From an optimization exercise on the open Yosys and OpenROAD flow, aimed at small area, a short achievable clock period and few clock cycles per item; shortcuts taken in it are not production practice. Function was checked by simulation only, so behaviour that the tests miss may differ from the original. Power and IR drop assume default switching activity.

==> trial 12 <==
// ripemd160
module ripemd160
(
    input  logic         clk,
    input  logic         rst,
    input  logic         valid_in,
    output logic         valid_out,
    input  logic [439:0] message,
    output logic [159:0] Hash_result
);
clock: 14.0 ns
lec_check: 0
cap_margin: 20
core_margin: 2
core_utilization: 50
slew_margin: 70
run.sh (not shown) runs the stock make flow with config.mk's settings and CLKGATE_MAP_FILE= SYNTH_SCRIPT=/design/flow/synth_recipe.tcl, a recipe that flattens the netlist after the stock synthesis.
==> inputs of build 61, as changes to trial 12 <==
--- a/flow/design.v
+++ b/flow/design.v
@@ -1081,32 +1081,51 @@
         4'd11:   k_of = H2;
         4'd12:   k_of = H3;
         4'd13:   k_of = H4;
         4'd14:   k_of = CL0;
         4'd15:   k_of = CR0;
         default: k_of = '0;
     endcase
 endfunction
+function automatic logic [31:0] add32(input logic [31:0] a, input logic [31:0] b);
+    logic [31:0] g, p, gn, pn;
+    begin
+        g = a & b;
+        p = a ^ b;
+        for (int l = 0; l < 5; l++) begin
+            gn = g;
+            pn = p;
+            for (int i = (1 << l); i < 32; i++) begin
+                gn[i] = g[i] | (p[i] & g[i - (1 << l)]);
+                pn[i] = p[i] & p[i - (1 << l)];
+            end
+            g = gn;
+            p = pn;
+        end
+        add32 = a ^ b ^ {g[30:0], 1'b0};
+    end
+endfunction
 function automatic logic [31:0] bswap(input logic [31:0] x);
     bswap = {x[7:0], x[15:8], x[23:16], x[31:24]};
 endfunction
 logic [439:0] msg_q;
 logic         busy;
 logic         vout;
 logic [7:0]   n;
-logic [7:0]   tt;
+logic [7:0]   ttn;
 logic [31:0]  kq;
 logic [4:0]   selx;
 logic [3:0]   rlo, rhi;
 logic [1:0]   ein;
 logic         init, first, unrot;
 logic [31:0]  A0, B0, C0, D0, E0;    
 logic [31:0]  B1, C1, D1, E1;        
 logic [31:0]  Sq, Xq;
+logic [31:0]  G0, G1, G0n, G1n, C0n, D0n;
 logic [511:0] xw;
 logic [31:0]  x, f, k, s1, c1, s2, c2, S, R1, R, ea, T;
 wire accept = valid_in & ~busy;
 wire [7:0] n_next = busy ? n + 8'd1 : 8'd1;
 wire [7:0] n_idx  = busy ? n : 8'd0;
 always_comb begin
     for (int i = 0; i < 13; i++)
         xw[32*i +: 32] = bswap(msg_q[439-32*i -: 32]);
@@ -1127,55 +1146,64 @@
         if (accept)
             busy <= 1'b1;
         else if (n == 8'd169)
             busy <= 1'b0;
     end
 end
 always_ff @(posedge clk) begin
     n     <= n_next;
-    tt    <= tt_next(n_idx);
     kq    <= k_of(kidx_next(n_idx));
     selx  <= selx_next(n_idx);
     rlo   <= rlo_next(n_idx);
     rhi   <= rhi_next(n_idx);
     ein   <= ein_next(n_idx);
     init  <= !busy;                        
     first <= busy && (n == 8'd1 || n == 8'd2);
     unrot <= busy && n >= 8'd161;
 end
 always_comb begin
-    for (int i = 0; i < 32; i++)
-        f[i] = tt[{B0[i], C0[i], D0[i]}];
+    f = (B0 & G1) | (~B0 & G0);
     k = kq;
     s1 = A0 ^ Xq ^ k;
     c1 = {(A0[30:0] & Xq[30:0]) | (A0[30:0] & k[30:0]) | (Xq[30:0] & k[30:0]), 1'b0};
     s2 = f ^ s1 ^ c1;
     c2 = {(f[30:0] & s1[30:0]) | (f[30:0] & c1[30:0]) | (s1[30:0] & c1[30:0]), 1'b0};
-    S = s2 + c2;
+    S = add32(s2, c2);
     x = (selx == 5'd16) ? A0 : '0;
     for (int i = 0; i < 16; i++)
         x = x | (xw[32*i +: 32] & {32{selx == i}});
 end
 always_comb begin
     R1 = ({32{rlo[0]}} & Sq) | ({32{rlo[1]}} & {Sq[30:0], Sq[31]})
        | ({32{rlo[2]}} & {Sq[29:0], Sq[31:30]}) | ({32{rlo[3]}} & {Sq[28:0], Sq[31:29]});
     R  = ({32{rhi[0]}} & R1) | ({32{rhi[1]}} & {R1[27:0], R1[31:28]})
        | ({32{rhi[2]}} & {R1[23:0], R1[31:24]}) | ({32{rhi[3]}} & {R1[19:0], R1[31:20]});
     ea = ({32{ein[0]}} & E1) | ({32{ein[1]}} & B0);
-    T = R + ea;
+    T = add32(R, ea);
+end
+always_comb begin
+    C0n = (init || !busy) ? H2 : first ? H1 : B1;
+    D0n = (init || !busy) ? H3 : unrot ? C1 : {C1[21:0], C1[31:22]};
+    ttn = tt_next(n_idx);
+    for (int i = 0; i < 32; i++) begin
+        G1n[i] = ttn[{1'b1, C0n[i], D0n[i]}];
+        G0n[i] = ttn[{1'b0, C0n[i], D0n[i]}];
+    end
 end
 always_ff @(posedge clk) begin
     Sq <= S;
     Xq <= busy ? x : bswap(message[439 -: 32]);            
     B1 <= B0;
     C1 <= C0;
     D1 <= D0;
     E1 <= E0;
     B0 <= T;
-    C0 <= (init || !busy) ? H2 : first ? H1 : B1;
-    D0 <= (init || !busy) ? H3 : unrot ? C1 : {C1[21:0], C1[31:22]};
+    C0 <= C0n;
+    D0 <= D0n;
+    G1 <= G1n;
+    G0 <= G0n;
     E0 <= (init || !busy) ? H4 : D1;
     A0 <= (init || !busy) ? H0 : E1;
 end
 assign valid_out   = vout;
 assign Hash_result = {bswap(B1), bswap(C1), bswap(D1), bswap(E1), bswap(Sq)};
 endmodule
==> flow/flow/run.sh (new file) <==
#!/bin/bash
set -euo pipefail
cd "$(dirname "$0")/.."
export BUFFER_PORTS_ARGS="-buffer_cell sky130_fd_sc_hd__buf_2"
export SETUP_SLACK_MARGIN=10
bash ./standard.sh > standard.log 2>&1
==> flow/standard.sh (new file) <==
#!/bin/bash
# synth_recipe.tcl (not shown) runs the flow's synth.tcl, then flattens the netlist and writes it again
# the make line also repeats each setting of config.mk as NAME=value (left out here)
make -C /OpenROAD-flow-scripts/flow DESIGN_CONFIG=/design/flow/config.mk WORK_HOME=/design/flow/orfs CLKGATE_MAP_FILE= SYNTH_SCRIPT=/design/flow/synth_recipe.tcl "${@:-finish}"
Settings changed: CTS_CLUSTER_DIAMETER set to 100, CTS_CLUSTER_SIZE set to 30, SLEW_MARGIN 70 to 20.
removed: flow/run.sh
==> notes <==
Between build 61 and trial 12, the lower core utilization is in build 61 (gap 6.3 points). Of trial 12 and build 61, trial 12 has the higher design area (gap 6.6%, measured against build 61). Against build 61, the critical path depth of trial 12 is higher by 15. Between build 61 and trial 12, the lower sequential power is in trial 12 (gap about 5%, measured against trial 12). Of trial 12 and build 61, build 61 has the higher fmax (gap about 15%, measured against build 61). Against trial 12, the die area of build 61 is larger by 3.7%. In build 61 the register-to-register slack is better than in trial 12, by 0.72 ns. Between build 61 and trial 12, the lower first-iteration DRC count is in build 61 (gap about 4.4%, measured against trial 12). Sequential cell count: trial 12 is lower than build 61 (56). Of trial 12 and build 61, trial 12 has the higher combinational power (gap about 7%, measured against build 61).
Testbench counts of trial 12, summed over its fixed seeds: cycles 43,528, hashes 256.
Testbench counts of build 61, summed over its fixed seeds: cycles 43,528, hashes 256.

-- static timing again, ports no longer ideal --
How much do the figures lean on ideal ports? The routed layouts below were timed once more, with nothing changed but the port constraints. Step 1: set_driving_cell puts a clkbuf_16 on clk and a buf_2 on each other input, an assumption about the parent block. Step 2 adds t to the input delays and takes it off the output delays; t is the mean of the earliest and latest rising clock arrival at the registers after step 1. Input paths then give back, and output paths get back, about the clock's delay inside the block. a / b / c = no drivers / after step 1 / after step 2; a / b = the first two.
run	t, ns	setup slack, ns	hold WS [ns]	latest minus earliest clock arrival (ns)	cell pins on the clock port's net
trial 12	0.730	9.311 / 9.308 / 9.311	0.325 / 0.325 / 0.325	0.043 / 0.043	1
build 61	0.689	9.998 / 9.927 / 10.028	0.311 / 0.311 / 0.311	0.059 / 0.059	1
After both steps every run listed still meets setup and hold.
